Context: an optimization exercise on an open-source flow, tuned for small area and a short achievable clock period. The choices shown serve that exercise and are no tape-out recipe. In this exercise RTL edits were held to simulation tests only and were not proved equivalent to the original. Power figures rest on the tool's default switching activity, not on a simulated workload.

File: flow/design.v
module ALU_DESIGN #(parameter DW = 8, CW = 4)(INP_VALID,OPA,OPB,CIN,CLK,RST,CMD,CE,MODE,COUT,OFLOW,RES,G,E,L,ERR);
  input [DW-1:0] OPA,OPB;
  input CLK,RST,CE,MODE,CIN;
  input [CW-1:0] CMD;
  input [1:0] INP_VALID;
  output reg [DW+1:0] RES;
  output reg COUT;
  output reg OFLOW;
  output reg G;
  output reg E;
  output reg L;
  output reg ERR;
  reg [7:0] A, B;
  reg [3:0] C;
  reg [4:0] W;
  reg VA, VB;
  reg [7:0] P, Q;
  always @(posedge CLK) begin
    if (INP_VALID[0]) A <= OPA;
    if (INP_VALID[1]) B <= OPB;
    if (|INP_VALID) C <= CMD;
  end
  always @(posedge CLK) begin
    if (RST) begin
      VA <= 1'b0;
      VB <= 1'b0;
    end else begin
      if (INP_VALID[0]) VA <= 1'b1;
      if (INP_VALID[1]) VB <= 1'b1;
    end
  end
  always @(posedge CLK) begin
    if (|INP_VALID)
      W[3:0] <= 4'd0;
    else if ((VA ^ VB) && !W[4])
      W[3:0] <= W[3:0] + 4'd1;
  end
  always @(posedge CLK) begin
    if (RST || (|INP_VALID))
      W[4] <= 1'b0;
    else if ((VA ^ VB) && (&W[3:0]))
      W[4] <= 1'b1;
  end
  wire timeout_err = !RST && W[4] && (INP_VALID == 2'b10 || (INP_VALID == 2'b01 && VB));
  wire c0  = (C == 4'd0);
  wire c1  = (C == 4'd1);
  wire c2  = (C == 4'd2);
  wire c3  = (C == 4'd3);
  wire c4  = (C == 4'd4);
  wire c5  = (C == 4'd5);
  wire c6  = (C == 4'd6);
  wire c7  = (C == 4'd7);
  wire c8  = (C == 4'd8);
  wire c9  = (C == 4'd9);
  wire c10 = (C == 4'd10);
  wire c11 = (C == 4'd11);
  wire c12 = (C == 4'd12);
  wire c13 = (C == 4'd13);
  wire xa   = c0 | c1 | c2 | c3 | c4 | c5 | c8 | c9;
  wire xp   = c10;
  wire x1   = c6;
  wire yb   = c0 | c2 | c6 | c7;
  wire ybn  = c1 | c3 | c8;
  wire y1   = c5;
  wire yqn  = c10;
  wire ci   = c1 | c7 | c9 | c10 | (c2 & CIN) | (c3 & ~CIN);
  wire [7:0] xl = ({8{xa}} & A) | ({8{xp}} & P) | {8{x1}};
  wire [7:0] yl = ({8{yb}} & B) | ({8{ybn}} & ~B) | {8{y1}} | ({8{yqn}} & ~Q);
  wire xh = x1;
  wire yh = ybn | y1 | yqn;
  wire [10:0] sum_c = {xh, xh, xl, 1'b1} + {yh, yh, yl, ci};
  wire [9:0] sum = sum_c[10:1];
  wire allones = &sum[7:0];
  wire lt = sum[9] & ~(~ci & allones);
  wire [63:0] pp;
  genvar gi, gj;
  generate for (gi = 0; gi < 8; gi = gi + 1) begin : g_pp
    for (gj = 0; gj < 8; gj = gj + 1) begin : g_ppj
      assign pp[gi*8+gj] = P[gi] & Q[gj];
    end
  end endgenerate
  wire t1 = pp[6] ^ pp[13];
  wire t2 = pp[6] & pp[13];
  wire t3 = pp[7] ^ pp[14] ^ pp[21];
  wire t4 = (pp[7] & pp[14]) | (pp[7] & pp[21]) | (pp[14] & pp[21]);
  wire t5 = pp[28] ^ pp[35];
  wire t6 = pp[28] & pp[35];
  wire t7 = pp[15] ^ pp[22] ^ pp[29];
  wire t8 = (pp[15] & pp[22]) | (pp[15] & pp[29]) | (pp[22] & pp[29]);
  wire t9 = pp[36] ^ pp[43];
  wire t10 = pp[36] & pp[43];
  wire t11 = pp[23] ^ pp[30] ^ pp[37];
  wire t13 = pp[4] ^ pp[11];
  wire t14 = pp[4] & pp[11];
  wire t15 = pp[5] ^ pp[12] ^ pp[19];
  wire t16 = (pp[5] & pp[12]) | (pp[5] & pp[19]) | (pp[12] & pp[19]);
  wire t17 = pp[26] ^ pp[33];
  wire t18 = pp[26] & pp[33];
  wire t19 = pp[20] ^ pp[27] ^ pp[34];
  wire t20 = (pp[20] & pp[27]) | (pp[20] & pp[34]) | (pp[27] & pp[34]);
  wire t21 = pp[41] ^ pp[48] ^ t1;
  wire t22 = (pp[41] & pp[48]) | (pp[41] & t1) | (pp[48] & t1);
  wire t23 = pp[42] ^ pp[49] ^ pp[56];
  wire t24 = (pp[42] & pp[49]) | (pp[42] & pp[56]) | (pp[49] & pp[56]);
  wire t25 = t3 ^ t5 ^ t2;
  wire t26 = (t3 & t5) | (t3 & t2) | (t5 & t2);
  wire t27 = pp[50] ^ pp[57] ^ t7;
  wire t28 = (pp[50] & pp[57]) | (pp[50] & t7) | (pp[57] & t7);
  wire t29 = t9 ^ t4 ^ t6;
  wire t30 = (t9 & t4) | (t9 & t6) | (t4 & t6);
  wire t31 = pp[44] ^ pp[51] ^ pp[58];
  wire t33 = t11 ^ t8 ^ t10;
  wire t35 = pp[3] ^ pp[10];
  wire t36 = pp[3] & pp[10];
  wire t37 = pp[18] ^ pp[25] ^ pp[32];
  wire t38 = (pp[18] & pp[25]) | (pp[18] & pp[32]) | (pp[25] & pp[32]);
  wire t39 = pp[40] ^ t15 ^ t17;
  wire t40 = (pp[40] & t15) | (pp[40] & t17) | (t15 & t17);
  wire t41 = t19 ^ t21 ^ t16;
  wire t42 = (t19 & t21) | (t19 & t16) | (t21 & t16);
  wire t43 = t23 ^ t25 ^ t20;
  wire t44 = (t23 & t25) | (t23 & t20) | (t25 & t20);
  wire t45 = t27 ^ t29 ^ t24;
  wire t46 = (t27 & t29) | (t27 & t24) | (t29 & t24);
  wire t47 = t31 ^ t33 ^ t28;
  wire t49 = pp[2] ^ pp[9];
  wire t50 = pp[2] & pp[9];
  wire t51 = pp[17] ^ pp[24] ^ t35;
  wire t52 = (pp[17] & pp[24]) | (pp[17] & t35) | (pp[24] & t35);
  wire t53 = t13 ^ t37 ^ t36;
  wire t54 = (t13 & t37) | (t13 & t36) | (t37 & t36);
  wire t55 = t14 ^ t39 ^ t38;
  wire t56 = (t14 & t39) | (t14 & t38) | (t39 & t38);
  wire t57 = t18 ^ t41 ^ t40;
  wire t58 = (t18 & t41) | (t18 & t40) | (t41 & t40);
  wire t59 = t22 ^ t43 ^ t42;
  wire t60 = (t22 & t43) | (t22 & t42) | (t43 & t42);
  wire t61 = t26 ^ t45 ^ t44;
  wire t62 = (t26 & t45) | (t26 & t44) | (t45 & t44);
  wire t63 = t30 ^ t47 ^ t46;
  wire [9:0] mr1 = {t63, t61, t59, t57, t55, t53, t51, pp[16], pp[1], pp[0]};
  wire [9:0] mr2 = {t62, t60, t58, t56, t54, t52, t50, t49, pp[8], 1'b0};
  wire [9:0] prod = mr1 + mr2;
  wire [7:0] qinc = B + 8'd1;
  wire [7:0] lres =
      ({8{c0}}  & (A & B)) |
      ({8{c1}}  & ~(A & B)) |
      ({8{c3}}  & ~(A | B)) |
      ({8{c4}}  & (A ^ B)) |
      ({8{c5}}  & ~(A ^ B)) |
      ({8{c6}}  & ~A) |
      ({8{c7}}  & ~B) |
      ({8{c8}}  & A) |
      ({8{c9}}  & {A[6:0], 1'b0}) |
      ({8{c10 | c11}} & {B[6:0], 1'b0}) |
      {7'd0, c2 & (|A) & (|B)};
  wire s0 = B[0];
  wire s1 = B[1] ^ (C[0] & B[0]);
  wire s2 = B[2] ^ (C[0] & (B[1] | B[0]));
  wire [7:0] r1 = s0 ? {A[6:0], A[7]} : A;
  wire [7:0] r2 = s1 ? {r1[5:0], r1[7:6]} : r1;
  wire [7:0] r3 = s2 ? {r2[3:0], r2[7:4]} : r2;
  wire [7:0] lrot = (c12 | c13) ? r3 : 8'd0;
  wire [9:0] ares =
      ({10{c0 | c1 | c2 | c3 | c4 | c5 | c6 | c7 | c10}} & sum) |
      ({10{c9}} & prod);
  wire [9:0] res_n = MODE ? ares : {2'b00, lres | lrot};
  wire cout_n  = MODE & (c0 | c2) & sum[8];
  wire oflow_n = MODE & (c1 | c3) & lt;
  wire e_n     = MODE & c8 & allones;
  wire g_n     = MODE & c8 & ~sum[9];
  wire l_n     = MODE & c8 & sum[9] & ~allones;
  wire err_n   = ~MODE & c12 & (|B[7:4]);
  wire upd = CE & (RST | (VA & VB));
  always @(posedge CLK) begin
    if (upd) begin
      RES   <= RST ? 10'd0 : res_n;
      COUT  <= !RST & cout_n;
      OFLOW <= !RST & oflow_n;
      G     <= !RST & g_n;
      E     <= !RST & e_n;
      L     <= !RST & l_n;
    end
  end
  always @(posedge CLK) begin
    if (timeout_err)
      ERR <= 1'b1;
    else if (upd)
      ERR <= !RST & err_n;
  end
  wire pq_upd = CE & (RST | (VA & VB & MODE & (c9 | c10)));
  always @(posedge CLK) begin
    if (pq_upd) begin
      P <= RST ? 8'd0 : (c9 ? sum[7:0] : {A[6:0], 1'b0});
      Q <= RST ? 8'd0 : (c9 ? qinc : B);
    end
  end
endmodule
File: flow/flow/run.sh
#!/bin/bash
# Layout flow: the standard ORFS flow (standard.sh), with two changes:
#  - synthesis is the standard script (synth_recipe.tcl, ORFS synth.tcl) except
#    that full/half-adder extraction is off (ADDER_MAP_FILE empty) and the
#    final ABC mapping runs flow/syn.abc instead of ORFS's speed script;
#    the registers are unchanged (same passes up to dfflibmap);
#  - the port buffers are sky130_fd_sc_hd__buf_2 cells instead of the
#    default delay cells.
set -uo pipefail
W=$(pwd)
{
  head -n 1 synth_recipe.tcl
  cat <<EOT
proc abc {args} {
  set i [lsearch \$args -script]
  lset args [expr {\$i + 1}] $W/flow/syn.abc
  puts "flow/run.sh: abc \$args"
  yosys abc {*}\$args
}
EOT
  tail -n +2 synth_recipe.tcl
} > my_synth.tcl
bash standard.sh SYNTH_SCRIPT=$W/my_synth.tcl ADDER_MAP_FILE= \
  "BUFFER_PORTS_ARGS=-buffer_cell sky130_fd_sc_hd__buf_2" finish > flow_standard.log 2>&1
rc=$?
cp -r orfs/logs flow_orfs_logs 2>/dev/null
exit $rc
File: flow/flow/syn.abc
strash
dch
map -D 2000
topo
buffer -c
upsize -c -D 2000
dnsize -c -D 2000
stime -c
File: flow/standard.sh
#!/bin/bash
# synth_recipe.tcl (not shown) runs the flow's synth.tcl, then flattens the netlist and writes it again
# the make line also repeats each setting of config.mk as NAME=value (left out here)
make -C /OpenROAD-flow-scripts/flow DESIGN_CONFIG=/design/flow/config.mk WORK_HOME=/design/flow/orfs CLKGATE_MAP_FILE= SYNTH_SCRIPT=/design/flow/synth_recipe.tcl "${@:-finish}"
File: flow/config.mk
export PLATFORM = sky130hd
export DESIGN_NAME = ALU_DESIGN
export DESIGN_NICKNAME = ALU_DESIGN
export VERILOG_FILES = /design/flow/design.v
export SDC_FILE = /design/flow/constraint.sdc
export NUM_CORES = 4
export LEC_CHECK = 0
export CAP_MARGIN = 20
export CORE_MARGIN = 2
export CORE_UTILIZATION = 60
export CTS_BUF_LIST = sky130_fd_sc_hd__clkbuf_4
export SETUP_SLACK_MARGIN = 1.9
export SLEW_MARGIN = 20
File: flow/constraint.sdc
create_clock -name core_clock -period 5.0 [get_ports {CLK}]
set_input_delay 1.0000 -clock core_clock [delete_from_list [all_inputs] [get_ports {CLK}]]
set_output_delay 1.0000 -clock core_clock [all_outputs]
set_load 0.01 [all_outputs]
==> out/metrics.json, run 1 <==
{
  "run_status": {
    "run_status": "finished clean"
  },
  "setup_path": {
    "timing.critical_path.to": "RES[5]",
    "worst_ep_required_time_ps": 5250,
    "regToRegStartpoint": "C[2]",
    "startpoint_type": "register",
    "critical_path.startpoint": "C[2]",
    "setup.reg_to_reg.worst_slack_ps": 1750,
    "crit_type": "reg2reg",
    "reg2reg_to": "RES[5]",
    "worst_setup_path_end_kind": "register",
    "critPathMaxFanout": 8,
    "worstRegToRegCells": 17,
    "worst-endpoint-arrival_ps": 3500
  },
  "sta": {
    "rsz0062_at_grt": "yes",
    "final_max_slew_viol_count": 0,
    "finalHoldViolCount": 0,
    "clock-skew-final_ps": 25.8,
    "worst_slew_pin_slew_ps": 718,
    "fin_setup_tns_ps": 0,
    "setup-violations-final": 0,
    "min_period_over_period_pct": 65.1,
    "final_critical_path_required_period_ps": 3250,
    "fmax_ghz": 0.307,
    "max_slew_margin_pct": 51.7
  },
  "placement": {
    "post-dp-hpwl_um": 13800,
    "globalplace.congestion": 1.05,
    "buffer_ports.inserted": 42,
    "placed_cell_area_um2": 5720
  },
  "die": {
    "die-height_um": 99.1,
    "die-area_um2": 9830,
    "design.core.area_um2": 8760,
    "number_of_ports_placed_on_the_die_boundary": 43,
    "floorplan.rows": 34,
    "die_extent_in_x_um": 99.1,
    "floorplan.initialDensity_pct": 62.0
  },
  "layout": {
    "mostFrequentLayoutCells": "188 x nand2_1, 90 x nor2_1, 82 x inv_1, 56 x buf_4, 51 x edfxtp_1",
    "antennaDiodeCount": 0,
    "post_route_cell_area_um2": 6810,
    "layout.nets": 927,
    "area_overhead_of_the_layout_relative_to_synthesis_pct": 25.3,
    "most_common_cell_after_layout_fill_and_taps_aside": "nand2_1",
    "utilization_pct": 77.7,
    "drive_above_1_share_pct": 25.9,
    "final.fill_count": 622
  },
  "global_route": {
    "grt.met3_usage_pct": 8.01,
    "globalRouteTotalUtil_pct": 38.2,
    "busiest_layer": "met2",
    "met2_usage_pct": 66.0,
    "pin_count_of_the_biggest_net_entering_global_routing": 24,
    "grtUsageMet1_pct": 44.6,
    "grt_pass1_vias": 5826,
    "antenna_found_initial": 0,
    "grt_pass1_wl_um": 29400,
    "globalRoute.totalOverflow": 0
  },
  "synthesis": {
    "ys_ff_latch": 59,
    "mappedNetlistArea_um2": 5430,
    "syn-num-nets": 830,
    "post_synth_cell_types": 56,
    "syn-instance-count": 803,
    "warning_count_from_the_yosys_run": 1,
    "dominantRegCellSynth": "edfxtp_1",
    "synthDominantCellAreaShare_pct": 28.2,
    "async_flop_share_pct": 0,
    "synth.largest_area_cell": "edfxtp_1",
    "syn_area_per_cell_um2": 6.76,
    "sequential_fraction_of_the_synthesis_area_pct": 31.1,
    "post_synth_edffs": 51,
    "ys_top_cells_by_area": "edfxtp_1 28%, nand2_1 14%, nor2_1 7.4%"
  },
  "clock_network": {
    "clock_tree.htree_level_count": 3,
    "cts_tree": "done",
    "clockBufferDepth": 2,
    "ctsRootBufferMaster": "clkbuf_4",
    "tritoncts_num_sinks": 59,
    "clk_latency_ps": 460,
    "clk_pin_slew_worst_paths_ps": 120,
    "cts_inserted_buffers": 9
  },
  "drt": {
    "drcViolationCount": 0,
    "drt_pre_antenna_iters": 11,
    "antenna_left": 0,
    "routed_wirelength_um": 20900,
    "post_drt_via_cell_ratio": 6.54,
    "routedWlPerCell_um": 20.6,
    "drtIter0Drc": 822,
    "num_vias": 6629
  },
  "worst_hold_path": {
    "hold_path.class": "reg2reg"
  },
  "power_and_ir_drop": {
    "worst_ir_drop_vdd_v": 0.000180,
    "leakagePower_nw": 3.10,
    "post-layout-total-power_w": 0.00198,
    "power.density_nw_per_um2": 291
  },
  "job": {
    "drv_cap": 0
  }
}
-- cells by family after synthesis --
family,count (synthesis),share of synthesized area (%)
simple gates,407,31.7
compound gates,171,21.1
buf+inv,123,8.80
flops,59,31.1
xor+xnor,39,6.54
mux,4,0.737
-- how the worst min path moves through the flow --
| stage | from | to | slack (ps) | cells past startpoint |
|---|---|---|---|---|
| 4_1_cts | ERR | ERR | 510 | 2 |
| 6_report | W[3] | W[3] | 510 | 2 |
| 2_1_floorplan | VA | VA | 450 | 2 |
| 3_5_place_dp | ERR | ERR | 480 | 2 |
| 5_1_grt | W[3] | W[3] | 530 | 2 |
| 3_3_place_gp | VA | VA | 460 | 2 |
-- worst max-delay path, stage by stage (launching register included) --
cell       delay (ps)
edfxtp_1          430
buf_4             170
nand2_2           160
inv_1             120
nand2_2           190
buf_4             150
o2111ai_2         140
and2_4            180
nor2_2            160
inv_2              60
nor2_1            100
nor2_1             50
o21ai_1           160
a21oi_2            80
buf_4             150
xnor2_2           260
nand2_1           120
a221oi_1          370
-- per-stage QoR --
| stage | setup slack (ps) | cells | hold WS [ps] |
|---|---|---|---|
| detailed placement | 1520 | 937 | 482 |
| finish | 1750 | 1013 | 505 |
| CTS | 1870 | 975 | 508 |
| global route | 1570 | 1013 | 527 |
| floorplan | 2170 | 803 | 451 |
| global placement | 1640 | 937 | 461 |
-- cell usage after synthesis, types with 5 or more instances --
| cell | count |
|---|---|
| a31oi_1 | 6 |
| nor4_1 | 5 |
| xor2_1 | 24 |
| inv_2 | 11 |
| a211oi_1 | 6 |
| inv_1 | 88 |
| and2_1 | 6 |
| nor2_1 | 107 |
| a21oi_1 | 39 |
| nand2_1 | 201 |
| clkbuf_1 | 15 |
| o211ai_1 | 7 |
| dfxtp_1 | 8 |
| xnor2_1 | 14 |
| o2111ai_1 | 14 |
| nor3_1 | 19 |
| nand3_1 | 42 |
| a22oi_1 | 5 |
| nand4_1 | 10 |
| o21ai_0 | 46 |
| o22ai_1 | 6 |
| a221oi_1 | 8 |
| edfxtp_1 | 51 |
-- routing by layer --
| metal | routed length (µm) | vias to the layer above |
|---|---|---|
| met5 | 0 | - |
| met4 | 1800 | 0 |
| met3 | 2320 | 201 |
| met2 | 9630 | 548 |
| met1 | 7140 | 2951 |
| li1 | - | 2929 |
-- power by group --
group	total, W	internal, W	switching, W	leakage (nW)
Combinational	0.000952	0.000354	0.000598	2.45
Clock	0.000414	0.000212	0.000202	0.0868
Sequential	0.000616	0.000573	0.0000433	0.561
Total	0.00198	0.00114	0.000843	3.10
-- area by class of cell --
cell class / count / area, µm² / area share [%]
clock buffer: 11 / 82.6 / 1.21
clock inverter: 5 / 77.6 / 1.14
inverter: 102 / 399 / 5.86
multi-input combinational: 621 / 3670 / 54.0
sequential: 59 / 1690 / 24.8
tap: 108 / 135 / 1.98
timing repair buffer: 107 / 748 / 11.0
-- flip-flops by register name (all words and copies together), names as in the netlist, 4 cells and up --
signal and flops:
W 5, B 8, P 8, C 4, A 8, RES 10
Q 8
-- repair_timing --
item / 4_1_cts / 5_1_grt
setup buffers: 22 / 38
setup endpoints to repair: 16 / 18
hold buffers: 0 / 0
resized for setup: 19 / 100
pin swaps: 5 / 40
==> run 2: changes to the inputs <==
--- a/flow/design.v
+++ b/flow/design.v
@@ -58,18 +58,17 @@
   wire c13 = (C == 4'd13);
-  wire xa   = c0 | c1 | c2 | c3 | c4 | c5 | c8 | c9;
-  wire xp   = c10;
-  wire x1   = c6;
-  wire yb   = c0 | c2 | c6 | c7;
-  wire ybn  = c1 | c3 | c8;
-  wire y1   = c5;
-  wire yqn  = c10;
-  wire ci   = c1 | c7 | c9 | c10 | (c2 & CIN) | (c3 & ~CIN);
+  wire xa    = C[3] ? C[0] : ~(C[2] & C[1]);
+  wire x1    = ~C[3] & C[2] & C[1] & ~C[0];
+  wire xp    = C[3] & C[1] & ~C[0];
+  wire ybsel = ~C[3] & ~(C[2] & ~C[1]);
+  wire yinv  = ~C[2] & C[0];
+  wire y1    = ~C[3] & C[2] & ~C[1] & C[0];
+  wire ci    = c1 | c7 | c9 | c10 | (c2 & CIN) | (c3 & ~CIN);
   wire [7:0] xl = ({8{xa}} & A) | ({8{xp}} & P) | {8{x1}};
-  wire [7:0] yl = ({8{yb}} & B) | ({8{ybn}} & ~B) | {8{y1}} | ({8{yqn}} & ~Q);
+  wire [7:0] yl = ({8{ybsel}} & (B ^ {8{yinv}})) | {8{y1}} | ({8{xp}} & ~Q);
   wire xh = x1;
-  wire yh = ybn | y1 | yqn;
+  wire yh = (ybsel & yinv) | y1 | xp;
   wire [10:0] sum_c = {xh, xh, xl, 1'b1} + {yh, yh, yl, ci};
   wire [9:0] sum = sum_c[10:1];
-  wire allones = &sum[7:0];
-  wire lt = sum[9] & ~(~ci & allones);
+  wire a_lt_b = A < B;
+  wire a_eq_b = A == B;
   wire [63:0] pp;
@@ -143,12 +142,17 @@
   wire [9:0] prod = mr1 + mr2;
-  wire [7:0] qinc = B + 8'd1;
-  wire [7:0] lres =
-      ({8{c0}}  & (A & B)) |
-      ({8{c1}}  & ~(A & B)) |
-      ({8{c3}}  & ~(A | B)) |
-      ({8{c4}}  & (A ^ B)) |
-      ({8{c5}}  & ~(A ^ B)) |
-      ({8{c6}}  & ~A) |
-      ({8{c7}}  & ~B) |
-      ({8{c8}}  & A) |
+  wire [7:0] qinc;
+  genvar gq;
+  generate for (gq = 0; gq < 8; gq = gq + 1) begin : g_qinc
+    if (gq == 0) begin : g0
+      assign qinc[0] = ~B[0];
+    end else begin : gn
+      assign qinc[gq] = B[gq] ^ (&B[gq-1:0]);
+    end
+  end endgenerate
+  wire lt0 = c1 | c3 | c5 | c6 | c7;
+  wire lt1 = c1 | c4 | c6;
+  wire lt2 = c1 | c4 | c7 | c8;
+  wire lt3 = c0 | c5 | c8;
+  wire [7:0] lfun = (A & B & {8{lt3}}) | (A & ~B & {8{lt2}}) | (~A & B & {8{lt1}}) | (~A & ~B & {8{lt0}});
+  wire [7:0] lres = lfun |
       ({8{c9}}  & {A[6:0], 1'b0}) |
@@ -164,3 +168,3 @@
   wire [9:0] ares =
-      ({10{c0 | c1 | c2 | c3 | c4 | c5 | c6 | c7 | c10}} & sum) |
+      ({10{~C[3] | c10}} & sum) |
       ({10{c9}} & prod);
@@ -168,6 +172,6 @@
   wire cout_n  = MODE & (c0 | c2) & sum[8];
-  wire oflow_n = MODE & (c1 | c3) & lt;
-  wire e_n     = MODE & c8 & allones;
-  wire g_n     = MODE & c8 & ~sum[9];
-  wire l_n     = MODE & c8 & sum[9] & ~allones;
+  wire oflow_n = MODE & (c1 | c3) & a_lt_b;
+  wire e_n     = MODE & c8 & a_eq_b;
+  wire g_n     = MODE & c8 & ~a_lt_b & ~a_eq_b;
+  wire l_n     = MODE & c8 & a_lt_b;
   wire err_n   = ~MODE & c12 & (|B[7:4]);
==> flow/flow/syn.abc (replaced) <==
strash
dch
map
topo
buffer -c
upsize -c
dnsize -c
stime -c
--- a/flow/config.mk
+++ b/flow/config.mk
@@ -9,4 +9,3 @@
 export CORE_MARGIN = 2
-export CORE_UTILIZATION = 60
-export CTS_BUF_LIST = sky130_fd_sc_hd__clkbuf_4
+export CORE_UTILIZATION = 40
 export SETUP_SLACK_MARGIN = 1.9
==> run 2 against run 1 <==
Net effect:
- synthesized cell count up 17%
- non-clock buffer count decreased by 18
- worst hold slack lost 25 ps
- global-route usage shrank 13 points
- area after synthesis grew 14%
- highest routed layer unchanged
==> out/metrics.json, run 2 <==
{
  "clock_network": {
    "clock_tree.htree_level_count": 3,
    "clk_pin_slew_worst_paths_ps": 60,
    "cts_hold_repair.buffers": 0,
    "cts_tree": "done",
    "cts_inserted_buffers": 9,
    "clk_latency_ps": 330,
    "ctsRootBufferMaster": "clkbuf_16",
    "clockBufferDepth": 2,
    "tritoncts_num_sinks": 59
  },
  "sta": {
    "final_critical_path_required_period_ps": 2940,
    "clock-skew-final_ps": 6.76,
    "fmax_ghz": 0.340,
    "final_max_slew_viol_count": 0,
    "max_slew_margin_pct": 51.6,
    "fin_setup_tns_ps": 0,
    "setup-violations-final": 0,
    "finalHoldViolCount": 0,
    "min_period_over_period_pct": 58.9,
    "worst_slew_pin_slew_ps": 720,
    "hold_ws_ps": 480,
    "rsz0062_at_grt": "yes"
  },
  "worst_hold_path": {
    "hold_path_startpoint": "ERR",
    "hold_path.class": "reg2reg",
    "hold_depth": 2
  },
  "layout": {
    "mostFrequentLayoutCells": "221 x nand2_1, 117 x nand3_1, 95 x inv_1, 89 x nor2_1, 51 x edfxtp_1",
    "area_overhead_of_the_layout_relative_to_synthesis_pct": 16.4,
    "largest_register_ffs": 10,
    "final.fill_count": 1555,
    "layout.nets": 1033,
    "most_common_cell_after_layout_fill_and_taps_aside": "nand2_1",
    "antennaDiodeCount": 0,
    "drive_above_1_share_pct": 16.5,
    "largest_register": "RES",
    "utilization_pct": 47.6
  },
  "synthesis": {
    "post_synth_cell_types": 63,
    "dominantRegCellSynth": "edfxtp_1",
    "sequential_fraction_of_the_synthesis_area_pct": 27.3,
    "warning_count_from_the_yosys_run": 1,
    "synth.largest_area_cell": "edfxtp_1",
    "synth_top_cells_by_count": "222 x nand2_1, 117 x nand3_1, 95 x inv_1",
    "syn_area_per_cell_um2": 6.62,
    "syn-instance-count": 936,
    "synthDominantCellAreaShare_pct": 24.7,
    "ys_ff_latch": 59,
    "post_synth_edffs": 51,
    "syn-num-nets": 963,
    "ys_top_cells_by_area": "edfxtp_1 25%, nand2_1 13%, nand3_1 9.5%",
    "async_flop_share_pct": 0,
    "synth.most_common_cell": "nand2_1",
    "mappedNetlistArea_um2": 6200
  },
  "setup_path": {
    "crit_path_frequent_cell": "nand3_1",
    "worst-endpoint-arrival_ps": 3030,
    "cpMaxStageDelayCell": "edfxtp_1",
    "critical_path.cell_chain": "buf_4 > nand2_1 > nand3_1 > a32oi_1 > o22ai_1 > nand3_2 > o2bb2ai_2 > nand3_1 > nand3_1 > nand3_1 > nand2_1 > nand4_1 > o2bb2ai_1 > nand3_1 > a21oi_1",
    "crit_type": "reg2reg",
    "cpLargestDelayFamily": "simple AND/OR/NAND/NOR gates",
    "regToRegStartpoint": "Q[3]",
    "critPathBufInv": 1,
    "worstRegToRegCells": 15,
    "crit_path_max_incr_delay_ps": 540,
    "critPathMaxFanout": 9,
    "worst_ep_required_time_ps": 5090,
    "critical_path.startpoint": "Q[3]",
    "cp.depth": 15,
    "startpoint_type": "register",
    "worst_setup_path_end_kind": "register"
  },
  "placement": {
    "buffer_ports.inserted": 42,
    "globalplace.congestion": 1.00,
    "post-dp-hpwl_um": 15800
  },
  "global_route": {
    "antenna_found_initial": 0,
    "pin_count_of_the_biggest_net_entering_global_routing": 23,
    "globalRouteTotalUtil_pct": 25.4,
    "grt_pass1_wl_um": 32600,
    "globalRoute.totalOverflow": 0,
    "grt_pass1_vias": 6234
  },
  "drt": {
    "drtIter0Drc": 777,
    "routedWlPerCell_um": 17.5,
    "routed_wirelength_um": 21000,
    "drt_pre_antenna_iters": 6,
    "num_vias": 7094,
    "antenna_left": 0,
    "post_drt_via_cell_ratio": 5.92,
    "drcViolationCount": 0
  },
  "power_and_ir_drop": {
    "leakagePower_nw": 3.28,
    "worst_ir_drop_vdd_v": 0.000211,
    "power.density_nw_per_um2": 277
  },
  "die": {
    "floorplan.initialDensity_pct": 40.9,
    "die-area_um2": 16500,
    "die_extent_in_x_um": 128,
    "floorplan.rows": 45,
    "number_of_ports_placed_on_the_die_boundary": 43,
    "design.core.area_um2": 15100,
    "die-height_um": 128
  },
  "run_status": {
    "run_status": "finished clean"
  },
  "job": {
    "drv_cap": 0
  }
}
[run 2: cell types whose count changed after synthesis, moves of 6 or more]
cell	change
a21oi_1	+9
a31oi_1	+10
inv_1	+7
inv_2	-6
nand2_1	+21
nand3_1	+75
nand3_2	+13
nand4_1	+28
nor2_1	-16
o2111ai_1	-10
o21ai_0	-7
xnor2_1	-10
xor2_1	-16
[run 2: worst reg2reg max path: stages, from the launching register on]
cell	delay, ps
edfxtp_1	540
buf_4	220
nand2_1	70
nand3_1	70
a32oi_1	280
o22ai_1	160
nand3_2	160
o2bb2ai_2	140
nand3_1	130
nand3_1	190
nand3_1	100
nand2_1	140
nand4_1	160
o2bb2ai_1	160
nand3_1	110
a21oi_1	80
[run 2: where the power goes]
group	switching, W	internal, W	leakage, nW
clock	0.000218	0.000374	0.150
combinational	0.000522	0.000262	2.57
sequential	0.0000453	0.000574	0.562
total	0.000786	0.00121	3.28
[run 2: final timing paths]
kind	end	slack (ps)
setup reg to reg	RES[9]	2060
hold reg to reg	ERR	480
setup / recovery	RES[9]	2060
hold / removal	ERR	480
[run 2: what timing repair did]
item,in CTS,in global routing
gates resized for setup,0,14
cloned,0,1
setup endpoints to repair,1,12
setup buffers,7,36
[run 2: cell families (layout without fill, tap and decap cells)]
family | after synthesis | count (layout) | synth area share [%]
mux | 8 | 8 | 1.29
xor+xnor | 12 | 12 | 1.70
flops | 59 | 59 | 27.3
buf+inv | 132 | 206 | 9.13
simple gates | 542 | 543 | 41.4
compound gates | 183 | 183 | 19.2
[run 2: stage by stage]
stage / setup WS [ps] / area (µm²) / cells / total power (W)
2_1_floorplan: 2250 / 6200 / 936 / 0.00116
3_3_place_gp: 1910 / 6480 / 1139 / 0.00135
3_5_place_dp: 1890 / 6480 / 1139 / 0.00134
4_1_cts: 1950 / 6830 / 1162 / 0.00194
5_1_grt: 1800 / 7210 / 1199 / 0.00211
6_report: 2060 / 7210 / 1199 / 0.00200
[run 2: layout make-up]
| class | instances | area [µm²] | share of cell area [%] |
|---|---|---|---|
| Clock buffer | 11 | 264 | 3.66 |
| Inverter | 101 | 379 | 5.26 |
| Sequential cell | 59 | 1690 | 23.5 |
| Multi-Input combinational cell | 746 | 4020 | 55.7 |
| Clock inverter | 5 | 25.0 | 0.347 |
| Tap cell | 188 | 235 | 3.26 |
| Timing Repair Buffer | 89 | 601 | 8.33 |
[run 2: layer usage]
metal / GRT usage [%] / wire length [µm] / vias to the layer above / part of all wire, %
li1: - / - / 3456 / -
met1: 33.0 / 8860 / 3236 / 42
met2: 41.7 / 9700 / 335 / 46
met3: 3.58 / 1490 / 67 / 7.1
met4: 12.0 / 969 / 0 / 4.6
met5: 0 / 0 / - / 0
==> run 3: changes to the inputs <==
--- a/flow/config.mk
+++ b/flow/config.mk
@@ -10,3 +10,3 @@
 export CORE_UTILIZATION = 40
-export SETUP_SLACK_MARGIN = 1.9
+export SETUP_SLACK_MARGIN = 1.5
 export SLEW_MARGIN = 20
==> run 3 against run 2 <==
Net effect:
- synthesized cell count did not move
- still clean on timing, DRC and antenna
- core utilization shrank 2.9 points
- cell count decreased by 3.7%
- worst setup slack got worse by 270 ps
- largest power group unchanged
- critical endpoint is now RES[7]
- clock skew is 1.4 ps lower
- wire length fell by 3.2%
- sequential share of layout area grew 1.5 points
- highest routed layer unchanged
- power is 2.4% lower
==> out/metrics.json, run 3 <==
{
  "synthesis": {
    "sequential_fraction_of_the_synthesis_area_pct": 27.3,
    "post_synth_cell_types": 63,
    "synthDominantCellAreaShare_pct": 24.7,
    "syn-instance-count": 936,
    "ys_ff_latch": 59,
    "warning_count_from_the_yosys_run": 1,
    "async_flop_share_pct": 0,
    "largest_family_of_logic_cells_by_synthesized_area": "simple AND/OR/NAND/NOR gates",
    "mappedNetlistArea_um2": 6200,
    "synth_top_cells_by_count": "222 x nand2_1, 117 x nand3_1, 95 x inv_1",
    "synth.most_common_cell": "nand2_1",
    "simple_logic_cell_fraction_of_the_synthesized_area_pct": 41.4,
    "muxShareOfSynthArea_pct": 1.29,
    "synth_compound_gate_area_share_pct": 19.2,
    "synth.largest_area_cell": "edfxtp_1",
    "dominantRegCellSynth": "edfxtp_1",
    "syn_area_per_cell_um2": 6.62,
    "syn-num-nets": 963,
    "post_synth_edffs": 51,
    "adder_cell_area_share_of_the_yosys_netlist_pct": 0,
    "synth_xor_area_share_pct": 1.70,
    "ys_top_cells_by_area": "edfxtp_1 25%, nand2_1 13%, nand3_1 9.5%"
  },
  "setup_path": {
    "worst_ep_required_time_ps": 5060,
    "worstRegToRegCells": 9,
    "critPathMaxFanout": 22,
    "regToRegStartpoint": "B[0]",
    "critical_path.cell_chain": "o21ai_0 > a21oi_1 > a21oi_2 > mux2i_1 > nand2_1 > nand3_1 > o2111ai_1 > o21ai_0 > a31oi_1",
    "timing.critical_path.to": "RES[7]",
    "crit_path_max_incr_delay_ps": 680,
    "cpMaxStageDelayCell": "edfxtp_1",
    "startpoint_type": "register",
    "crit_path_frequent_cell": "o21ai_0",
    "worst-endpoint-arrival_ps": 3270,
    "setup.reg_to_reg.worst_slack_ps": 1790,
    "reg2reg_to": "RES[7]",
    "critical_path.startpoint": "B[0]",
    "worst_setup_path_end_kind": "register",
    "crit_type": "reg2reg"
  },
  "layout": {
    "layout.nets": 989,
    "final.fill_count": 1590,
    "most_common_cell_after_layout_fill_and_taps_aside": "nand2_1",
    "mostFrequentLayoutCells": "222 x nand2_1, 117 x nand3_1, 95 x inv_1, 91 x nor2_1, 51 x edfxtp_1",
    "drive_above_1_share_pct": 11.7,
    "post_route_cell_area_um2": 6770,
    "largest_register_ffs": 10,
    "antennaDiodeCount": 0,
    "utilization_pct": 44.7,
    "multi_input_comb_area_um2": 3940,
    "area_overhead_of_the_layout_relative_to_synthesis_pct": 9.33,
    "largest_register": "RES",
    "seq_area_um2": 1690
  },
  "die": {
    "design.core.area_um2": 15100,
    "die-height_um": 128,
    "floorplan.rows": 45,
    "floorplan.initialDensity_pct": 40.9,
    "die_extent_in_x_um": 128,
    "number_of_ports_placed_on_the_die_boundary": 43,
    "die-area_um2": 16500
  },
  "job": {
    "drv_cap": 0
  },
  "clock_network": {
    "clockBufferDepth": 2,
    "cts_tree": "done",
    "ctsRootBufferMaster": "clkbuf_16",
    "clk_pin_slew_worst_paths_ps": 50,
    "tritoncts_num_sinks": 59,
    "cts_hold_repair.buffers": 0,
    "cts_inserted_buffers": 9,
    "post_cts_resize_count": 0,
    "clock_tree.htree_level_count": 3,
    "post-cts-setup-buffers": 0,
    "clk_latency_ps": 330
  },
  "power_and_ir_drop": {
    "leakagePower_nw": 3.05,
    "power_switching_w": 0.000769,
    "worst_ir_drop_vdd_v": 0.000252,
    "power.switching_fraction_pct": 39.5,
    "p_comb_share_pct": 36.9,
    "cellInternalPower_w": 0.00118,
    "p_seq_share_pct": 32.7,
    "proportion_of_power_drawn_by_the_clock_network_pct": 30.4,
    "power.density_nw_per_um2": 288
  },
  "sta": {
    "fmax_ghz": 0.311,
    "fin_setup_tns_ps": 0,
    "setup-violations-final": 0,
    "rsz0062_at_grt": "no",
    "final_max_slew_viol_count": 0,
    "finalHoldViolCount": 0,
    "final_critical_path_required_period_ps": 3210,
    "min_period_over_period_pct": 64.3,
    "max_slew_margin_pct": 53.0,
    "clock-skew-final_ps": 5.32,
    "worst_slew_pin_slew_ps": 699,
    "hold_ws_ps": 480
  },
  "placement": {
    "globalplace.congestion": 1.00,
    "post-dp-hpwl_um": 15800,
    "buffer_ports.inserted": 42,
    "placed_cell_area_um2": 6480
  },
  "run_status": {
    "run_status": "finished clean"
  },
  "drt": {
    "routedWlPerCell_um": 17.6,
    "num_vias": 6920,
    "drtIter0Drc": 668,
    "drt_pre_antenna_iters": 6,
    "routed_wirelength_um": 20400,
    "post_drt_via_cell_ratio": 5.99,
    "antenna_left": 0,
    "drcViolationCount": 0
  },
  "worst_hold_path": {
    "hold_path.class": "reg2reg"
  },
  "global_route": {
    "globalRouteTotalUtil_pct": 25.3,
    "grt_pass1_vias": 6199,
    "pin_count_of_the_biggest_net_entering_global_routing": 23,
    "grt_pass1_wl_um": 32400,
    "antenna_found_initial": 0,
    "globalRoute.totalOverflow": 0
  }
}
[run 3: cell counts after synthesis]
No cell type changed its count.
[run 3: logic make-up after synthesis]
kind of cell | Yosys count
xor gates and xnor gates | 12
buffers and inverters | 132
DFF | 59
muxes | 8
and+or+nand+nor | 542
AOI/OAI and AO/OA | 183
[run 3: worst min path at each step]
stage               start    to  slack (ps)  depth (start not counted)
finish                ERR   ERR         480                          2
global route         W[3]  W[3]         510                          1
CTS                   ERR   ERR         480                          2
detailed placement    ERR   ERR         470                          2
global placement      ERR   ERR         460                          2
floorplan              VA    VA         440                          2
[run 3: layer usage]
metal | part of all wire (%) | GRT usage, %
met4 | 4.9 | 12.5
met3 | 6.2 | 3.70
met5 | 0 | 0
met1 | 43 | 32.9
met2 | 45 | 41.1
[run 3: power groups by stage]
| stage | sequential (W) | clock, W | combinational (W) |
|---|---|---|---|
| after CTS | 0.000636 | 0.000601 | 0.000702 |
| after global routing | 0.000643 | 0.000621 | 0.000794 |
| after detailed placement | 0.000646 | 0 | 0.000699 |
| after global placement | 0.000646 | 0 | 0.000701 |
| final | 0.000637 | 0.000593 | 0.000718 |
| after floorplan | 0.000604 | 0 | 0.000553 |
[run 3: cell type report]
type                            instances  area share, %
Clock buffer                           11           3.90
Clock inverter                          5          0.369
Inverter                              101           5.60
Multi-Input combinational cell        745           58.1
Sequential cell                        59           25.0
Tap cell                              188           3.47
Timing Repair Buffer                   46           3.55
[run 3: metrics by stage]
step                worst slack, ps  instances  total power (W)
floorplan                      2250        936          0.00116
CTS                            1880       1155          0.00194
global placement               1910       1139          0.00135
global route                   1550       1155          0.00206
detailed placement             1890       1139          0.00134
finish                         1790       1155          0.00195
[run 3: worst max-delay path: cells and delay by family, from the launching register on]
| family | cells | cell delay [ps] |
|---|---|---|
| and+or+nand+nor | 2 | 210 |
| DFF | 1 | 680 |
| muxes | 1 | 310 |
| AOI/OAI and AO/OA | 6 | 1730 |
==> run 4: changes to the inputs <==
--- a/flow/config.mk
+++ b/flow/config.mk
@@ -10,3 +10,3 @@
 export CORE_UTILIZATION = 40
-export SETUP_SLACK_MARGIN = 1.5
+export SETUP_SLACK_MARGIN = 2.2
 export SLEW_MARGIN = 20
==> run 4 against run 3 <==
Net effect:
- still clean on timing, DRC and antenna
- first-iteration DRC count rose by 19%
- wire length increased by 9.1%
- sequential cell count unchanged
- largest power group unchanged
==> out/metrics.json, run 4 <==
{
  "synthesis": {
    "mappedNetlistArea_um2": 6200,
    "ys_top_cells_by_area": "edfxtp_1 25%, nand2_1 13%, nand3_1 9.5%",
    "async_flop_share_pct": 0,
    "syn-instance-count": 936,
    "syn_area_per_cell_um2": 6.62,
    "synthDominantCellAreaShare_pct": 24.7,
    "synth.largest_area_cell": "edfxtp_1",
    "ys_ff_latch": 59,
    "syn-num-nets": 963,
    "synth_top_cells_by_count": "222 x nand2_1, 117 x nand3_1, 95 x inv_1",
    "dominantRegCellSynth": "edfxtp_1",
    "post_synth_cell_types": 63,
    "sequential_fraction_of_the_synthesis_area_pct": 27.3,
    "warning_count_from_the_yosys_run": 1,
    "synth.most_common_cell": "nand2_1",
    "post_synth_edffs": 51
  },
  "worst_hold_path": {
    "hold_depth": 2,
    "endpoint_of_the_worst_hold_path": "ERR",
    "hold_path_startpoint": "ERR",
    "hold_path.class": "reg2reg"
  },
  "die": {
    "design.core.area_um2": 15100,
    "die-height_um": 128,
    "die_extent_in_x_um": 128,
    "floorplan.initialDensity_pct": 40.9,
    "die-area_um2": 16500,
    "floorplan.rows": 45,
    "number_of_ports_placed_on_the_die_boundary": 43
  },
  "power_and_ir_drop": {
    "post-layout-total-power_w": 0.00211,
    "worst_ir_drop_vdd_v": 0.000209,
    "power.density_nw_per_um2": 263,
    "p_seq_share_pct": 29.0,
    "leakagePower_nw": 3.57,
    "power_switching_w": 0.000839,
    "cellInternalPower_w": 0.00127,
    "power.switching_fraction_pct": 39.8,
    "proportion_of_power_drawn_by_the_clock_network_pct": 28.0,
    "p_comb_share_pct": 43.0
  },
  "drt": {
    "num_vias": 7326,
    "post_drt_via_cell_ratio": 5.95,
    "routedWlPerCell_um": 18.0,
    "routed_wirelength_um": 22200,
    "drtIter0Drc": 792,
    "drt_pre_antenna_iters": 5,
    "antenna_left": 0,
    "drcViolationCount": 0
  },
  "clock_network": {
    "clock_tree.htree_level_count": 3,
    "ctsRootBufferMaster": "clkbuf_16",
    "cts_inserted_buffers": 9,
    "tritoncts_num_sinks": 59,
    "cts_tree": "done",
    "clk_pin_slew_worst_paths_ps": 50,
    "cts_hold_repair.buffers": 0,
    "clk_latency_ps": 330,
    "clockBufferDepth": 2
  },
  "layout": {
    "antennaDiodeCount": 0,
    "largest_register_ffs": 10,
    "drive_above_1_share_pct": 26.0,
    "final.fill_count": 1489,
    "layout.nets": 1065,
    "area_overhead_of_the_layout_relative_to_synthesis_pct": 29.4,
    "most_common_cell_after_layout_fill_and_taps_aside": "nand2_1",
    "mostFrequentLayoutCells": "205 x nand2_1, 94 x inv_1, 91 x nand3_1, 82 x nor2_1, 65 x buf_4",
    "largest_register": "RES"
  },
  "sta": {
    "finalHoldViolCount": 0,
    "worst_slew_pin_slew_ps": 764,
    "max_slew_margin_pct": 48.6,
    "min_period_over_period_pct": 55.5,
    "fmax_ghz": 0.360,
    "fin_setup_tns_ps": 0,
    "final_max_slew_viol_count": 0,
    "final_critical_path_required_period_ps": 2770,
    "setup-violations-final": 0,
    "rsz0062_at_grt": "yes",
    "clock-skew-final_ps": 5.53
  },
  "global_route": {
    "met2_usage_pct": 43.0,
    "grt.met3_usage_pct": 3.28,
    "grtUsageMet1_pct": 33.9,
    "antenna_found_initial": 0,
    "globalRoute.totalOverflow": 0,
    "grt_pass1_wl_um": 33700,
    "globalRouteTotalUtil_pct": 26.2,
    "busiest_layer": "met2",
    "pin_count_of_the_biggest_net_entering_global_routing": 23,
    "grt_pass1_vias": 6520
  },
  "run_status": {
    "run_status": "finished clean"
  },
  "setup_path": {
    "critPathMaxFanout": 5,
    "worst-endpoint-arrival_ps": 2940,
    "worst_setup_path_end_kind": "register",
    "worstRegToRegCells": 15,
    "reg2reg_to": "RES[8]",
    "startpoint_type": "register",
    "crit_type": "reg2reg",
    "setup.reg_to_reg.worst_slack_ps": 2230,
    "worst_ep_required_time_ps": 5170,
    "regToRegStartpoint": "P[4]"
  },
  "placement": {
    "post-dp-hpwl_um": 15800,
    "buffer_ports.inserted": 42,
    "globalplace.congestion": 1.00
  },
  "job": {
    "drv_cap": 0
  }
}
## run 4: cell counts after synthesis
Identical to the previous run, type by type.
## run 4: layout make-up
cell class	count	area, µm²	area share, %
Clock buffer	11	264	3.29
Sequential cell	59	1690	21.1
Inverter	101	387	4.82
Tap cell	188	235	2.93
Multi-Input combinational cell	746	4480	55.9
Timing Repair Buffer	121	935	11.7
Clock inverter	5	25.0	0.312
## run 4: worst max path at each step
stage,end,start,slack [ps]
after floorplan,P[0],RST,2250
after global placement,RES[9],Q[4],1910
after detailed placement,RES[9],P[1],1890
after CTS,RES[9],P[5],2160
after global routing,RES[8],Q[7],2100
final,RES[8],P[4],2230
## run 4: timing repair
action / CTS / global route
pin swaps: 1 / 31
setup endpoints to repair: 11 / 20
gates cloned: 1 / 1
gates resized for setup: 14 / 107
setup buffers: 34 / 40
## run 4: metrics by stage
step           utilization [%]  hold slack [ps]  area, µm²  setup slack [ps]  cells
2_1_floorplan                -              438       6200              2250    936
3_3_place_gp              42.8              463       6480              1910   1139
3_5_place_dp              42.8              468       6480              1890   1139
4_1_cts                   47.4              480       7180              2160   1190
5_1_grt                   52.9              513       8020              2100   1231
6_report                  52.9              479       8020              2230   1231
## run 4: cell families after synthesis
kind of cell / after synthesis / synth area share, %
XOR/XNOR: 12 / 1.70
buffers and inverters: 132 / 9.13
AO/OA/AOI/OAI: 183 / 19.2
flip-flops: 59 / 27.3
multiplexers: 8 / 1.29
AND/OR/NAND/NOR: 542 / 41.4
## run 4: per-layer routing
metal,vias up,routed length (µm)
met5,-,0
met4,0,1200
met3,90,1490
met2,324,10500
li1,3523,-
met1,3389,8970
## run 4: power by group through the flow
| stage | Combinational, W | Clock [W] | Sequential [W] |
|---|---|---|---|
| floorplan | 0.000553 | 0 | 0.000604 |
| global placement | 0.000701 | 0 | 0.000646 |
| detailed placement | 0.000699 | 0 | 0.000646 |
| CTS | 0.000761 | 0.000601 | 0.000619 |
| global route | 0.000985 | 0.000618 | 0.000614 |
| finish | 0.000907 | 0.000589 | 0.000610 |
## run 4: critical path, stage by stage (launching register included)
cell	delay, ps
edfxtp_1	510
buf_4	190
a22o_1	220
nand2_2	80
nand3_4	120
o2bb2ai_4	190
nand3_4	110
buf_6	100
a21boi_4	200
nand3_2	130
nand3_2	90
nand2_2	90
nand4_1	140
buf_4	130
nand4_1	110
o22ai_1	200
==> run 5: changes to the inputs <==
==> flow/flow/syn.abc (replaced) <==
strash
dch
map -D 1700
topo
buffer -c
upsize -c -D 1700
dnsize -c -D 1700
stime -c
--- a/flow/config.mk
+++ b/flow/config.mk
@@ -10,3 +10,3 @@
 export CORE_UTILIZATION = 40
-export SETUP_SLACK_MARGIN = 2.2
+export SETUP_SLACK_MARGIN = 1.9
 export SLEW_MARGIN = 20
==> run 5 against run 4 <==
Net effect:
- register-to-register slack worse by 230 ps
- highest routed layer unchanged
- still clean
- critical endpoint unchanged
- clock-buffer cell count is 2 lower
- worst setup slack worse by 230 ps
- synthesized cell count is 5.0% lower
- cell area is 15% lower
- sequential cell count stayed put
- area after synthesis is 6.5% lower
==> out/metrics.json, run 5 <==
{
  "power_and_ir_drop": {
    "post-layout-total-power_w": 0.00202,
    "worst_ir_drop_vdd_v": 0.000165,
    "leakagePower_nw": 3.10,
    "power.density_nw_per_um2": 296
  },
  "clock_network": {
    "ctsRootBufferMaster": "clkbuf_16",
    "tritoncts_num_sinks": 59,
    "clock_tree.htree_level_count": 3,
    "clk_latency_ps": 340,
    "clockBufferDepth": 2,
    "cts_tree": "done",
    "cts_inserted_buffers": 9,
    "clk_pin_slew_worst_paths_ps": 60
  },
  "layout": {
    "largest_register_ffs": 10,
    "largest_register": "RES",
    "antennaDiodeCount": 0,
    "layout.nets": 980,
    "mostFrequentLayoutCells": "195 x nand2_1, 107 x inv_1, 98 x nor2_1, 88 x nand3_1",
    "area_overhead_of_the_layout_relative_to_synthesis_pct": 17.9,
    "final.fill_count": 1468,
    "most_common_cell_after_layout_fill_and_taps_aside": "nand2_1",
    "drive_above_1_share_pct": 16.9
  },
  "setup_path": {
    "worst-endpoint-arrival_ps": 3070,
    "worstRegToRegCells": 12,
    "worst_ep_required_time_ps": 5070,
    "crit_path_max_incr_delay_ps": 570,
    "crit_type": "reg2reg",
    "setup.reg_to_reg.worst_slack_ps": 2000,
    "cpMaxStageDelayCell": "edfxtp_1",
    "worst_setup_path_end_kind": "register",
    "critical_path.cell_chain": "inv_4 > nor3_2 > inv_1 > nand2_2 > nor2_1 > a21oi_1 > a22oi_2 > nor4_2 > nand2_1 > or4_1 > nand4_1 > o22ai_1",
    "startpoint_type": "register",
    "reg2reg_to": "RES[8]",
    "critPathMaxFanout": 8,
    "regToRegStartpoint": "C[1]"
  },
  "synthesis": {
    "mappedNetlistArea_um2": 5790,
    "synth.largest_area_cell": "edfxtp_1",
    "synth.most_common_cell": "nand2_1",
    "syn_area_per_cell_um2": 6.51,
    "async_flop_share_pct": 0,
    "syn-instance-count": 889,
    "ys_top_cells_by_area": "edfxtp_1 26%, nand2_1 13%, nand3_1 7.9%",
    "syn-num-nets": 916,
    "dominantRegCellSynth": "edfxtp_1",
    "synth_top_cells_by_count": "200 x nand2_1, 109 x inv_1, 104 x nor2_1",
    "sequential_fraction_of_the_synthesis_area_pct": 29.2,
    "warning_count_from_the_yosys_run": 1,
    "post_synth_edffs": 51,
    "post_synth_cell_types": 61,
    "synthDominantCellAreaShare_pct": 26.4,
    "ys_ff_latch": 59
  },
  "worst_hold_path": {
    "hold_path_startpoint": "VA",
    "hold_depth": 2,
    "endpoint_of_the_worst_hold_path": "VA",
    "hold_path.class": "reg2reg"
  },
  "die": {
    "number_of_ports_placed_on_the_die_boundary": 43,
    "design.core.area_um2": 14000,
    "floorplan.rows": 43,
    "floorplan.initialDensity_pct": 41.4,
    "die-height_um": 124,
    "die-area_um2": 15500,
    "die_extent_in_x_um": 124
  },
  "sta": {
    "final_critical_path_required_period_ps": 3000,
    "final_max_slew_viol_count": 0,
    "clock-skew-final_ps": 7.48,
    "setup-violations-final": 0,
    "fin_setup_tns_ps": 0,
    "min_period_over_period_pct": 60.0,
    "worst_slew_pin_slew_ps": 758,
    "rsz0062_at_grt": "yes",
    "fmax_ghz": 0.333,
    "finalHoldViolCount": 0,
    "max_slew_margin_pct": 49.0
  },
  "global_route": {
    "grt_pass1_wl_um": 29200,
    "grt_pass1_vias": 5725,
    "globalRoute.totalOverflow": 0,
    "globalRouteTotalUtil_pct": 23.4,
    "antenna_found_initial": 0,
    "pin_count_of_the_biggest_net_entering_global_routing": 23
  },
  "drt": {
    "post_drt_via_cell_ratio": 5.66,
    "routedWlPerCell_um": 16.3,
    "drt_pre_antenna_iters": 8,
    "routed_wirelength_um": 18600,
    "num_vias": 6438,
    "drcViolationCount": 0,
    "antenna_left": 0,
    "drtIter0Drc": 565
  },
  "job": {
    "drv_cap": 0
  },
  "placement": {
    "buffer_ports.inserted": 42,
    "post-dp-hpwl_um": 14300,
    "globalplace.congestion": 1.01
  },
  "run_status": {
    "run_status": "finished clean"
  }
}
-- run 5: changes by cell type in the layout (fill, tap and decap cells not counted), sizes merged, moves of 3 or more --
cell	delta
buf	-50
nand3	-33
nand4	-27
inv	+22
nand2	-18
nor2	+14
o21ai	+14
o2bb2ai	-6
clkinv	-5
a211oi	+3
a21oi	+3
-- run 5: area by class of cell --
class,instances,area [µm²],area share (%)
Clock buffer,9,225,3.30
Clock inverter,7,83.8,1.23
Inverter,118,455,6.67
Multi-Input combinational cell,693,3710,54.3
Sequential cell,59,1690,24.8
Tap cell,180,225,3.30
Timing Repair Buffer,72,437,6.39
-- run 5: routing by layer --
layer	wire length (µm)	GRT usage, %	vias to the layer above
met4	556	7.53	0
li1	-	-	3195
met3	1530	3.95	44
met2	8270	37.5	304
met1	8210	32.1	2895
met5	0	0	-
-- run 5: cell families after synthesis --
kind of cell    Yosys count  synth area share [%]
compound gates          191                  20.5
simple gates            479                  37.4
xor+xnor                 15                  2.27
mux                       8                  1.38
buf+inv                 137                  9.33
flops                    59                  29.2
-- run 5: through the flow --
stage / util, % / hold WS (ps) / instances / area [µm²] / worst slack, ps
6_report: 48.8 / 468 / 1138 / 6830 / 2000
5_1_grt: 48.8 / 494 / 1138 / 6830 / 1760
4_1_cts: 46.4 / 474 / 1111 / 6480 / 1870
3_5_place_dp: 44.1 / 460 / 1095 / 6170 / 1830
3_3_place_gp: 44.1 / 452 / 1095 / 6170 / 1900
2_1_floorplan: - / 438 / 889 / 5790 / 2220
-- run 5: worst max path at each step --
stage / cells past startpoint / start / slack [ps] / to
finish: 12 / C[1] / 2000 / RES[8]
global route: 16 / C[1] / 1760 / RES[6]
CTS: 10 / C[1] / 1870 / RES[8]
detailed placement: 10 / C[2] / 1830 / RES[8]
global placement: 10 / C[2] / 1900 / RES[8]
floorplan: 4 / RST / 2220 / P[0]
-- run 5: timing repair --
| action | in CTS | in global routing |
|---|---|---|
| buffers inserted | 0 | 27 |
| pin swaps | 0 | 5 |
| hold buffers | 0 | 0 |
| endpoints found under the setup margin | 7 | 14 |
| gates resized for setup | 2 | 39 |
-- run 5: report_power, final --
group          switching (W)  internal (W)  leakage, nW
Clock               0.000252      0.000395        0.149
Combinational       0.000503      0.000256         2.39
Sequential         0.0000435      0.000574        0.561
Total               0.000798       0.00122         3.10
-- run 5: worst max-delay path, delay by kind of cell, from the launching register on --
kind | cells | cell delay [ps]
AO/OA/AOI/OAI | 3 | 450
AND/OR/NAND/NOR | 7 | 1480
buffers and inverters | 2 | 220
flip-flops | 1 | 570
==> run 6: changes to the inputs <==
==> flow/flow/syn.abc (replaced) <==
strash
dch
map -D 2300
topo
buffer -c
upsize -c -D 2300
dnsize -c -D 2300
stime -c
==> run 6 against run 5 <==
Net effect:
- register-to-register slack got worse by 270 ps
- largest cell class unchanged
- combinational power increased by 8.4%
- area after synthesis decreased by 8.8%
- via count decreased by 9.5%
- worst setup slack got worse by 270 ps
- largest power group unchanged
- still clean
- non-clock buffer count rose by 35
==> out/metrics.json, run 6 <==
{
  "clock_network": {
    "clk_latency_ps": 340,
    "clk_pin_slew_worst_paths_ps": 50,
    "tritoncts_num_sinks": 59,
    "cts_hold_repair.buffers": 0,
    "ctsRootBufferMaster": "clkbuf_16",
    "cts_inserted_buffers": 9,
    "cts_tree": "done",
    "clockBufferDepth": 2,
    "clock_tree.htree_level_count": 3
  },
  "drt": {
    "routedWlPerCell_um": 17.4,
    "drtIter0Drc": 591,
    "post_drt_via_cell_ratio": 5.62,
    "drcViolationCount": 0,
    "drt_pre_antenna_iters": 7,
    "antenna_left": 0,
    "num_vias": 5828,
    "routed_wirelength_um": 18100
  },
  "synthesis": {
    "post_synth_edffs": 51,
    "simple_logic_cell_fraction_of_the_synthesized_area_pct": 31.4,
    "async_flop_share_pct": 0,
    "mappedNetlistArea_um2": 5280,
    "sequential_fraction_of_the_synthesis_area_pct": 32.0,
    "syn-num-nets": 791,
    "dominantRegCellSynth": "edfxtp_1",
    "synth_compound_gate_area_share_pct": 18.8,
    "synth_xor_area_share_pct": 7.77,
    "largest_family_of_logic_cells_by_synthesized_area": "simple AND/OR/NAND/NOR gates",
    "synth.most_common_cell": "nand2_1",
    "ys_top_cells_by_area": "edfxtp_1 29%, nand2_1 12%, nor2_1 7.5%",
    "muxShareOfSynthArea_pct": 1.52,
    "synth.largest_area_cell": "edfxtp_1",
    "synthDominantCellAreaShare_pct": 29.0,
    "ys_ff_latch": 59,
    "warning_count_from_the_yosys_run": 1,
    "syn-instance-count": 764,
    "adder_cell_area_share_of_the_yosys_netlist_pct": 0,
    "post_synth_cell_types": 58,
    "synth_top_cells_by_count": "172 x nand2_1, 105 x nor2_1, 81 x inv_1",
    "syn_area_per_cell_um2": 6.91
  },
  "layout": {
    "post_route_cell_area_um2": 6650,
    "layout.nets": 887,
    "antennaDiodeCount": 0,
    "drive_above_1_share_pct": 22.9,
    "most_common_cell_after_layout_fill_and_taps_aside": "nand2_1",
    "area_overhead_of_the_layout_relative_to_synthesis_pct": 25.8,
    "largest_register": "RES",
    "utilization_pct": 52.0,
    "largest_register_ffs": 10,
    "mostFrequentLayoutCells": "164 x nand2_1, 96 x nor2_1, 75 x inv_1, 61 x buf_4, 51 x edfxtp_1"
  },
  "placement": {
    "buffer_ports.inserted": 42,
    "post-dp-hpwl_um": 13100,
    "placed_cell_area_um2": 5640,
    "globalplace.congestion": 1.04
  },
  "global_route": {
    "grt_pass1_wl_um": 28100,
    "globalRouteTotalUtil_pct": 25.5,
    "pin_count_of_the_biggest_net_entering_global_routing": 20,
    "globalRoute.totalOverflow": 0,
    "antenna_found_initial": 0,
    "grt_pass1_vias": 5418
  },
  "die": {
    "floorplan.initialDensity_pct": 41.3,
    "die-area_um2": 14100,
    "die_extent_in_x_um": 119,
    "floorplan.rows": 41,
    "design.core.area_um2": 12800,
    "number_of_ports_placed_on_the_die_boundary": 43,
    "die-height_um": 119
  },
  "sta": {
    "rsz0062_at_grt": "yes",
    "clock-skew-final_ps": 8.24,
    "max_slew_margin_pct": 46.7,
    "fmax_ghz": 0.306,
    "finalHoldViolCount": 0,
    "final_max_slew_viol_count": 0,
    "fin_setup_tns_ps": 0,
    "final_critical_path_required_period_ps": 3270,
    "setup-violations-final": 0,
    "worst_slew_pin_slew_ps": 792,
    "min_period_over_period_pct": 65.4
  },
  "setup_path": {
    "crit_type": "reg2reg",
    "critPathMaxFanout": 6,
    "worst-endpoint-arrival_ps": 3330,
    "setup.reg_to_reg.worst_slack_ps": 1730,
    "startpoint_type": "register",
    "worst_setup_path_end_kind": "register",
    "worst_ep_required_time_ps": 5060
  },
  "run_status": {
    "run_status": "finished clean"
  },
  "power_and_ir_drop": {
    "worst_ir_drop_vdd_v": 0.000214,
    "power.density_nw_per_um2": 310,
    "leakagePower_nw": 2.95
  },
  "job": {
    "drv_cap": 0
  },
  "worst_hold_path": {
    "hold_path.class": "reg2reg"
  }
}
-- run 6: logic make-up (layout without fill, tap and decap cells) --
| family | after synthesis | count (layout) |
|---|---|---|
| mux | 8 | 8 |
| buf+inv | 111 | 212 |
| simple gates | 381 | 381 |
| flops | 59 | 59 |
| compound gates | 159 | 159 |
| xor+xnor | 46 | 46 |
-- run 6: layout make-up --
cell class	instances	area, µm²
Sequential cell	59	1690
Tap cell	172	215
Inverter	89	357
Timing Repair Buffer	107	707
Clock buffer	14	264
Clock inverter	2	35.0
Fill cell	1239	6130
Multi-Input combinational cell	594	3380
-- run 6: power by group --
group	total, W	internal [W]	leakage [nW]	switching (W)
clock	0.000621	0.000412	0.147	0.000209
sequential	0.000615	0.000575	0.561	0.0000402
combinational	0.000823	0.000314	2.24	0.000509
-- run 6: worst paths after layout --
kind | startpoint | end | cells past startpoint
min reg2reg | ERR | ERR | 2
max | C[2] | RES[7] | 19
min | ERR | ERR | 2
max reg2reg | C[2] | RES[7] | 19
-- run 6: stage by stage --
step	hold WS (ps)	std cells	power, W	setup WS (ps)
2_1_floorplan	438	764	0.00111	1880
6_report	467	1037	0.00206	1730
5_1_grt	496	1037	0.00217	1550
3_5_place_dp	463	960	0.00129	1420
3_3_place_gp	453	960	0.00128	1520
4_1_cts	471	1012	0.00200	1820
-- run 6: repair_timing --
item | 4_1_cts | 5_1_grt
setup endpoints to repair | 14 | 11
gates resized for setup | 38 | 31
pin swaps | 14 | 19
setup buffers | 36 | 25
-- run 6: per-layer routing --
metal | vias up | global-route usage, % | share of wire, %
li1 | 2794 | - | -
met1 | 2716 | 31.8 | 41
met3 | 49 | 4.21 | 6.5
met2 | 269 | 42.3 | 48
met4 | 0 | 13.7 | 4.3
met5 | - | 0 | 0
-- run 6: critical path, stage by stage (launching register included) --
cell      delay (ps)
edfxtp_1         510
buf_6            180
nor2_4           170
nand2_1           70
a31oi_1          140
o21ai_1          110
or2_1            260
a21boi_2         180
nor2_1            80
a21oi_2          180
o21a_4           170
nor2_4            40
nor3_2           120
nor2_2            50
nand2_1           60
nand2_2           80
a21oi_2          150
xor2_1           190
o21bai_1         140
a31oi_1           90
==> run 7: changes to the inputs <==
==> flow/flow/syn.abc (replaced) <==
strash
dch
map -D 2000
topo
buffer -c
upsize -c -D 2000
dnsize -c -D 2000
stime -c
--- a/flow/config.mk
+++ b/flow/config.mk
@@ -10,2 +10,3 @@
 export CORE_UTILIZATION = 40
+export CTS_CLUSTER_SIZE = 30
 export SETUP_SLACK_MARGIN = 1.9
==> run 7 against run 6 <==
Net effect:
- clock skew down 2.6 ps
- first-iteration DRC count shrank 18%
- non-clock buffer count decreased by 19
- worst hold slack improved by 5.8 ps
- die area is 6.2% higher
- worst setup slack improved by 250 ps
- core utilization decreased by 2.6 points
- sequential share of layout area shrank 0.61 points
- critical endpoint is now RES[5]
- highest routed layer unchanged
==> out/metrics.json, run 7 <==
{
  "power_and_ir_drop": {
    "power_switching_w": 0.000779,
    "worst_ir_drop_vdd_v": 0.000246,
    "power.switching_fraction_pct": 37.5,
    "proportion_of_power_drawn_by_the_clock_network_pct": 31.2,
    "p_seq_share_pct": 29.9
  },
  "run_status": {
    "run_status": "finished clean"
  },
  "setup_path": {
    "worst_setup_path_end_kind": "register",
    "startpoint_type": "register",
    "critPathMaxFanout": 7,
    "reg2reg_to": "RES[5]",
    "worstRegToRegCells": 10,
    "crit_type": "reg2reg"
  },
  "placement": {
    "placed_cells": 1044,
    "buffer_ports.inserted": 42,
    "globalplace.congestion": 1.01
  },
  "clock_network": {
    "ctsRootBufferMaster": "clkbuf_16",
    "cts_inserted_buffers": 9,
    "clock_tree.htree_level_count": 3,
    "clk_pin_slew_worst_paths_ps": 50,
    "clockBufferDepth": 2
  },
  "synthesis": {
    "synthDominantCellAreaShare_pct": 27.3,
    "warning_count_from_the_yosys_run": 1,
    "ys_ff_latch": 59,
    "syn_area_per_cell_um2": 6.70,
    "syn-num-nets": 866,
    "synth.most_common_cell": "nand2_1",
    "dominantRegCellSynth": "edfxtp_1"
  },
  "layout": {
    "final_cells": 1103,
    "seq_area_um2": 1690,
    "post_route_cell_area_um2": 6810,
    "multi_input_comb_area_um2": 3580,
    "antennaDiodeCount": 0,
    "largest_register_ffs": 10,
    "area_overhead_of_the_layout_relative_to_synthesis_pct": 21.2
  },
  "drt": {
    "drt_pre_antenna_iters": 6,
    "routed_wirelength_um": 18600
  },
  "worst_hold_path": {
    "hold_depth": 2
  },
  "sta": {
    "final_critical_path_required_period_ps": 3020,
    "rsz0062_at_grt": "yes",
    "fin_setup_tns_ps": 0,
    "clock-skew-final_ps": 5.66
  },
  "global_route": {
    "grt_pass1_vias": 5438,
    "antenna_found_initial": 0,
    "globalRoute.totalOverflow": 0,
    "pin_count_of_the_biggest_net_entering_global_routing": 22
  },
  "die": {
    "number_of_ports_placed_on_the_die_boundary": 43,
    "floorplan.rows": 43,
    "floorplan.initialDensity_pct": 40.8
  },
  "job": {
    "drv_cap": 0
  }
}
[run 7: cell types whose count changed after synthesis, sizes merged, moves of 4 or more]
cell / previous run / this run
a21oi: 41 / 47
buf: 7 / 11
clkbuf: 15 / 10
inv: 88 / 107
nand2: 175 / 203
nand3: 37 / 55
nand3b: 6 / 2
nand4: 11 / 17
nor2: 110 / 115
o21ai: 54 / 61
o22ai: 9 / 13
or2: 10 / 5
xor2: 35 / 27
[run 7: area by class of cell]
type | count | share of cell area [%]
Sequential cell | 59 | 24.8
Tap cell | 180 | 3.31
Clock inverter | 6 | 1.18
Inverter | 107 | 6.34
Timing Repair Buffer | 88 | 8.40
Multi-Input combinational cell | 653 | 52.6
Clock buffer | 10 | 3.36
[run 7: worst min-delay path by stage]
stage	startpoint	endpoint	slack (ps)
floorplan	VA	VA	440
CTS	VA	VA	480
global route	VB	VB	500
detailed placement	VA	VA	460
global placement	VA	VA	450
finish	VA	VA	470
[run 7: power groups by stage]
stage / clock [W] / combinational (W) / sequential [W]
3_3_place_gp: 0 / 0.000703 / 0.000637
6_report: 0.000649 / 0.000807 / 0.000620
5_1_grt: 0.000681 / 0.000888 / 0.000623
2_1_floorplan: 0 / 0.000548 / 0.000606
3_5_place_dp: 0 / 0.000702 / 0.000636
4_1_cts: 0.000662 / 0.000709 / 0.000625
[run 7: layer usage]
| layer | vias up | share of wire (%) | global-route usage [%] |
|---|---|---|---|
| met3 | 45 | 7.7 | 5.07 |
| met1 | 2759 | 43 | 32.3 |
| met4 | 0 | 3.9 | 12.4 |
| met5 | - | 0 | 0 |
| li1 | 3022 | - | - |
| met2 | 249 | 46 | 38.8 |
[run 7: worst max-delay path, stage by stage, from the launching register on]
cell and delay, ps:
edfxtp_1 520, buf_4 190, nor3_1 50, buf_4 160, buf_4 140, nor2_1 460, nor3_1 80, a2111oi_0 480
o2111ai_1 210, o21ai_1 360, a31oi_1 90
[run 7: stage by stage]
step,setup slack [ps],utilization [%]
floorplan,2160,-
global placement,1820,43.4
detailed placement,1750,43.4
CTS,1900,45.7
global route,1760,49.4
finish,1980,49.4
[run 7: logic make-up (layout without fill, tap and decap cells)]
group	Yosys count	count (layout)	share of synthesized area, %
AND/OR/NAND/NOR	431	432	33.6
AO/OA/AOI/OAI	173	173	19.5
buffers and inverters	128	211	9.11
flip-flops	59	59	30.1
XOR/XNOR	40	40	6.24
multiplexers	8	8	1.43
[run 7: repair_timing]
action                                  CTS  global route
pin swaps                                 0            15
endpoints found under the setup margin    8            15
hold buffers                              0             0
cloned                                    0             1
gates resized for setup                   5            54
setup buffers                             1            41

Check on run 7: ideal ports give 1.985 ns setup slack; a clkbuf_16 on the clock port and buf_2 on the inputs give 1.985 ns; moving port delays by the midpoint clock arrival (0.379 ns) as well gives 1.909 ns.
